This is an optimization exercise on Yosys and OpenROAD, whose aim is small area and a short achievable clock period, not a production implementation.
Where RTL was checked, it was by simulation tests only, not by an equivalence proof against the original.
Power figures rest on the tool's default switching activity, not on a simulated workload.

## mul16
module mul16(
    input clk,
    input logic[15:0] a,
    input logic[15:0] b,
    output logic[31:0] r
);
clock: 5.5 ns
lec_check: 0
cap_margin: 20
core_margin: 2
core_utilization: 40
cts_buf_list: sky130_fd_sc_hd__clkbuf_8
cts_cluster_size: 10
setup_slack_margin: 2.4
slew_margin: 20
synth_hierarchical: 1
synth_minimum_keep_size: 0
standard.sh (not shown) runs the stock make flow with config.mk's settings and CLKGATE_MAP_FILE= SYNTH_SCRIPT=/design/flow/synth_recipe.tcl, a recipe that flattens the netlist after the stock synthesis.
==> flow/flow/run.sh <==
#!/bin/bash
# The standard layout (the standard.sh, standard synthesis unchanged), except that
# the port buffers are sky130_fd_sc_hd__buf_2 cells instead of the resizer's default pick
# (a clkdlybuf4s50_1 delay cell). Every input and output port still gets its buffer.
set -uo pipefail
export BUFFER_PORTS_ARGS="-buffer_cell sky130_fd_sc_hd__buf_2"
bash standard.sh > standard.log 2>&1
Edit:
--- a/flow/config.mk
+++ b/flow/config.mk
@@ -13 +13 @@
-export SETUP_SLACK_MARGIN = 2.4
+export SETUP_SLACK_MARGIN = 2.2
=>
- The new run produced a clean layout
- final area shrinks by a few percent
- critical path depth shrinks by 2
- wire length grows slightly
- setup slack loses 0.019 ns
- sequential share of layout area grows by 0.75 points
Edit:
--- a/flow/config.mk
+++ b/flow/config.mk
@@ -10 +10 @@
-export CORE_UTILIZATION = 40
+export CORE_UTILIZATION = 75
@@ -12,2 +12,2 @@
-export CTS_CLUSTER_SIZE = 10
-export SETUP_SLACK_MARGIN = 2.2
+export CTS_CLUSTER_SIZE = 12
+export SETUP_SLACK_MARGIN = 2.0
Non-clock buffer count went up by 1; via count went up by a few percent; maximum frequency went down by a few percent; global-route usage went up by 16 points; design area went down by a few percent; hold slack is about the same; total power went down slightly; first-iteration DRC count went up by well over a third; synthesized cell count does not change.
Edit:
--- a/flow/config.mk
+++ b/flow/config.mk
@@ -10,3 +10,3 @@
-export CORE_UTILIZATION = 75
-export CTS_BUF_LIST = sky130_fd_sc_hd__clkbuf_8
-export CTS_CLUSTER_SIZE = 12
+export CORE_UTILIZATION = 40
+export CTS_BUF_LIST = sky130_fd_sc_hd__clkbuf_4 sky130_fd_sc_hd__clkbuf_8
+export CTS_CLUSTER_SIZE = 10
After rerunning: The new run went through all stages and came out clean; via count goes down by about 6.6%; die area goes up by about 80%; clock-buffer cell count is unchanged; register-to-register slack improves by 0.24 ns; routed wire length goes down by 0.74%; setup slack improves by 0.24 ns; sequential cell count is unchanged; fmax goes up by 7.2%; non-clock buffer count goes down by 2; core utilization goes down by 38 points; total power goes down by about 4.3%.

Another version of the RTL of mul16 (not shown whole).
Size: about 65 I/O pins, ~0.0090 mm² of cells after synthesis.
Settings: LEC_CHECK=0, CAP_MARGIN=20, CORE_MARGIN=2, CORE_UTILIZATION=40, CTS_BUF_LIST=sky130_fd_sc_hd__clkbuf_8, CTS_CLUSTER_SIZE=12, SETUP_SLACK_MARGIN=2.0, SLEW_MARGIN=20, SYNTH_HIERARCHICAL=1, SYNTH_MINIMUM_KEEP_SIZE=0; clock period 5.5 ns.
Scripts as last shown in full above: flow/flow/run.sh
Then changed:
==> flow/flow/run.sh (replaced) <==
#!/bin/bash
set -uo pipefail
here=$(pwd)
export PRE_GLOBAL_PLACE_TCL="$here/flow/inbuf.tcl"
export BUFFER_PORTS_ARGS="-outputs -buffer_cell sky130_fd_sc_hd__buf_1"
bash standard.sh > standard.log 2>&1
==> flow/flow/inbuf.tcl (new file) <==
# Sourced by ORFS's global_place.tcl just before its buffer_ports call (which then buffers
# the outputs only): buffer the input ports with buf_4 cells.
buffer_ports -inputs -buffer_cell sky130_fd_sc_hd__buf_4
=>
- The changed run finished clean
- synthesized cell count does not change
- power stays flat
- routed wire length rose slightly
- area after synthesis is unchanged
- global-route usage rose by 0.37 points
- worst setup slack gets better by 0.051 ns
- hold slack improves by 0.0081 ns
- clock-buffer cell count is unchanged
- non-clock buffer count falls by 32
- clock power increases by roughly a tenth
- register-to-register slack gains 0.05 ns
No run of this note included a check of the RTL's function; only the layout flow was run.

mul16, a different RTL version from the one above (not shown whole).
For scale: roughly 810 cells after synthesis, about 65 I/O pins, ~0.0088 mm^2 of cells after synthesis.
clock: 5.5 ns
lec_check: 0
cap_margin: 20
core_margin: 2
core_utilization: 35
cts_buf_list: sky130_fd_sc_hd__clkbuf_8
cts_cluster_size: 12
setup_slack_margin: 2.0
slew_margin: 20
synth_hierarchical: 1
synth_minimum_keep_size: 0
==> flow/flow/run.sh <==
#!/bin/bash
set -uo pipefail
here=$(pwd)
export BUFFER_PORTS_ARGS="-buffer_cell sky130_fd_sc_hd__buf_4"
export PRE_RESIZE_TCL="$here/flow/outbuf.tcl"
bash standard.sh > standard.log 2>&1
==> flow/flow/outbuf.tcl <==
# Sourced by ORFS's resize.tcl before repair_design: the buffer that buffer_ports put on
# each output port becomes a sky130_fd_sc_hd__buf_1.
set n 0
foreach port [get_ports -filter "direction==output"] {
  set net [get_nets [get_full_name $port]]
  foreach pin [get_pins -of_objects $net -filter "direction==output"] {
    set inst [get_cells -of_objects $pin]
    if {[get_property $inst ref_name] eq "sky130_fd_sc_hd__buf_4"} {
      replace_cell $inst sky130_fd_sc_hd__buf_1
      incr n
    }
  }
}
puts "outbuf.tcl: $n output buffers made buf_1"
The baseline ran to the end with no violations.
Next try:
CORE_UTILIZATION = 40   (was 35)
SETUP_SLACK_MARGIN = 2.25   (was 2.0)
Wire length is lower slightly.
Synthesized area stays the same.
Clock-buffer cell count is lower by 1.
Via count is about the same.
Design area is higher by a few percent.
Core utilization is higher by 5.8 points.
Total power is higher by a few percent.
Global-route usage is higher by 2.0 points.
Clock skew barely changes.

v40:
mul16 with an RTL version that a note above also has.
Size: ~800 cells after synthesis, roughly 8800 um^2 of cells after synthesis.
clock: 5.5 ns
lec_check: 0
cap_margin: 20
core_margin: 2
core_utilization: 40
cts_buf_list: sky130_fd_sc_hd__clkbuf_8
cts_cluster_size: 12
setup_slack_margin: 2.0
slew_margin: 20
synth_hierarchical: 1
synth_minimum_keep_size: 0
==> flow/flow/run.sh <==
#!/bin/bash
# The standard layout (the standard.sh, standard synthesis unchanged), except that
# the port buffers are sky130_fd_sc_hd__buf_2 cells instead of the resizer's default pick
# (a clkdlybuf4s50_1 delay cell). Every input and output port still gets its buffer.
set -uo pipefail
export BUFFER_PORTS_ARGS="-buffer_cell sky130_fd_sc_hd__buf_2"
bash standard.sh > standard.log 2>&1
diff inputs: v40 => v25
- SETUP_SLACK_MARGIN now 1.5, was 2.0
## What came out
- v25 vs. v40: combinational power shrank by about 2%, wire length per cell grew by about 1.5%, maximum VDD drop went up 0.000023 V.
- Against v40 as the reference, v25 delivers a lower multi-input logic area.
- From v40 to v25, mean instance size in the synthesized netlist did not move at all.
- Of v40 and v25, the lower first-pass GRT wire length belongs to v25.
- Sort v40 and v25 by cell area, ascending, and v25 comes first.
- Maximum number of pins on one net before global-route repair came out exactly the same in v40 and v25.
- Ratio of cells with drive above 1 in the final layout for v25: 1.2 points down relative to v40
- In terms of cell leakage power, v25 and v40 differ only marginally.
Here is what was changed in the inputs of v1 compared with v25.
- a change of SETUP_SLACK_MARGIN from 1.5 to 2.0
- a change of CTS_CLUSTER_SIZE from 12 to 8
## What came out
- Diff v25 and v1: clock network fraction of total power higher in v25
- v1: cell count along the critical path lower than v25
- v1 ends up with a proportion of power drawn by combinational gates that is 1.2 points higher than in v25.
Modified inputs, v52 compared to v1
- CORE_UTILIZATION now 60, was 40
- CTS_CLUSTER_SIZE now 12, was 8
==> summary.txt <==
- Taking v1 as the reference point, the top fanout value on the critical path of v52 falls by 14.
- Time the final worst path needs with I/O delays and setup: v52 worse than v1
- Of the two values seen for first element of the critical path, q[33] was produced by v52 and a[1] by v1.
- First-pass GRT wire length shrinks slightly when moving from v1 to v52.
- When v52 is measured against v1, its share of the cycle needed by the critical path after routing turns out 0.44 points higher.
- Compared with v1, width of the die in v52 decreased by more than 10%.
- Comparing v52 against v1, there is no change at all in DRC violation count after routing.
Changes in v42 relative to v52:
- CTS_BUF_LIST: sky130_fd_sc_hd__clkbuf_8 -> unset
- CORE_UTILIZATION: 60 -> 40
- CTS_CLUSTER_SIZE: 12 -> unset
==> flow/run.sh (new file) <==
#!/bin/bash
# synth_recipe.tcl (not shown) runs the flow's synth.tcl, then flattens the netlist and writes it again
# the make line also repeats each setting of config.mk as NAME=value (left out here)
make -C /OpenROAD-flow-scripts/flow DESIGN_CONFIG=/design/flow/config.mk WORK_HOME=/design/flow/orfs CLKGATE_MAP_FILE= SYNTH_SCRIPT=/design/flow/synth_recipe.tcl finish
removed: flow/flow/run.sh
removed: flow/standard.sh
- Comparing v52 with v42, the count of buffers from port buffering came out essentially unchanged.
- Taking v52 as the reference point, the setup slack at placement of v42 falls by 720 ps.
- Per the comparison of v42 with v52, width of the chip went up by 22%, number of global-route vias before repair went down by 70, routability congestion estimate went down by about 2.5%, starting density of the core went down by 20 points.
- Wire: v42 routes more than v52
- Sequential share of power delta for v42 relative to v52: 1.3 points lower
- input port to flip-flop as the kind of critical path was reported by v42, and flip-flop to flip-flop by v52.
[inputs] v10 vs v42
==> flow/flow/run.sh (new file) <==
#!/bin/bash
# The standard layout (the standard.sh, standard synthesis unchanged), except that
# the port buffers are sky130_fd_sc_hd__buf_2 cells instead of the resizer's default pick
# (a clkdlybuf4s50_1 delay cell). Every input and output port still gets its buffer.
set -uo pipefail
export BUFFER_PORTS_ARGS="-buffer_cell sky130_fd_sc_hd__buf_2"
bash standard.sh > standard.log 2>&1
==> flow/standard.sh (new file) <==
#!/bin/bash
# synth_recipe.tcl (not shown) runs the flow's synth.tcl, then flattens the netlist and writes it again
# the make line also repeats each setting of config.mk as NAME=value (left out here)
make -C /OpenROAD-flow-scripts/flow DESIGN_CONFIG=/design/flow/config.mk WORK_HOME=/design/flow/orfs CLKGATE_MAP_FILE= SYNTH_SCRIPT=/design/flow/synth_recipe.tcl "${@:-finish}"
removed: flow/run.sh
### Flow results
- Static power due to leakage, v10 and v42: lower on v10
- v10 ended up with fewer standard cells than v42.
- Every run in the comparison, v10 and v42, completed the flow with a clean layout.
- Taking v42 as the reference point, the stage delay of the slowest cell on the critical path of v10 rises by 80 ps.
- Core utilization down 1.9 points in v10 wrt v42

[re-timing with driven ports]
How much do the figures lean on ideal ports? The routed layouts below were timed once more, with nothing changed but the port constraints. Step 1: set_driving_cell puts a clkbuf_16 on clk and a buf_2 on each other input, an assumption about the parent block. Step 2 times the ports against the registers' clock, not the clock port: input delays grow and output delays shrink by t, the midpoint of the rising clock arrivals with the driver on. Slacks: ideal / step 1 / step 2; pairs: ideal / step 1.
run	t (ns)	setup slack, ns	worst hold slack (ns)	worst setup path at the end	slew at the worst register clock pin (ns)
the first run of note 1	0.438	2.208 / 2.208 / 2.034	0.367 / 0.367 / 0.367	input to register	0.12 / 0.12
the second run of note 1	0.442	2.189 / 2.189 / 1.875	0.367 / 0.367 / 0.367	input to register	0.12 / 0.12
the third run of note 1	0.423	1.950 / 1.950 / 1.778	0.370 / 0.370 / 0.370	input to register	0.10 / 0.10
the fourth run of note 1	0.436	2.189 / 2.170 / 1.734	0.371 / 0.371 / 0.371	input to register	0.12 / 0.12
the first run of note 2	0.428	2.156 / 2.156 / 1.784	0.363 / 0.363 / 0.363	input to register	0.10 / 0.10
the second run of note 2	0.423	2.206 / 2.183 / 1.759	0.372 / 0.372 / 0.372	input to register	0.11 / 0.11
the first run of note 3	0.426	2.242 / 2.252 / 1.826	0.354 / 0.354 / 0.354	input to register	0.11 / 0.11
the second run of note 3	0.429	2.298 / 2.300 / 1.871	0.366 / 0.366 / 0.366	input to register	0.11 / 0.11
v40	0.434	2.185 / 2.168 / 1.734	0.371 / 0.371 / 0.371	input to register	0.12 / 0.12
v25	0.439	1.744 / 1.744 / 1.744	0.363 / 0.363 / 0.363	register to register	0.12 / 0.12
v1	0.434	2.185 / 2.168 / 1.734	0.371 / 0.371 / 0.371	input to register	0.12 / 0.12
v52	0.435	2.161 / 2.161 / 1.752	0.368 / 0.368 / 0.368	input to register	0.11 / 0.11
v42	0.403	2.033 / 2.052 / 1.649	0.365 / 0.365 / 0.365	input to register	0.09 / 0.09
v10	0.407	2.147 / 2.147 / 1.740	0.360 / 0.360 / 0.360	input to register	0.08 / 0.08
After both steps every run listed still meets setup and hold. The setup slack of the fourth run of note 1, which loses most, moves by -0.019 ns with the drivers and by -0.455 ns with both steps.
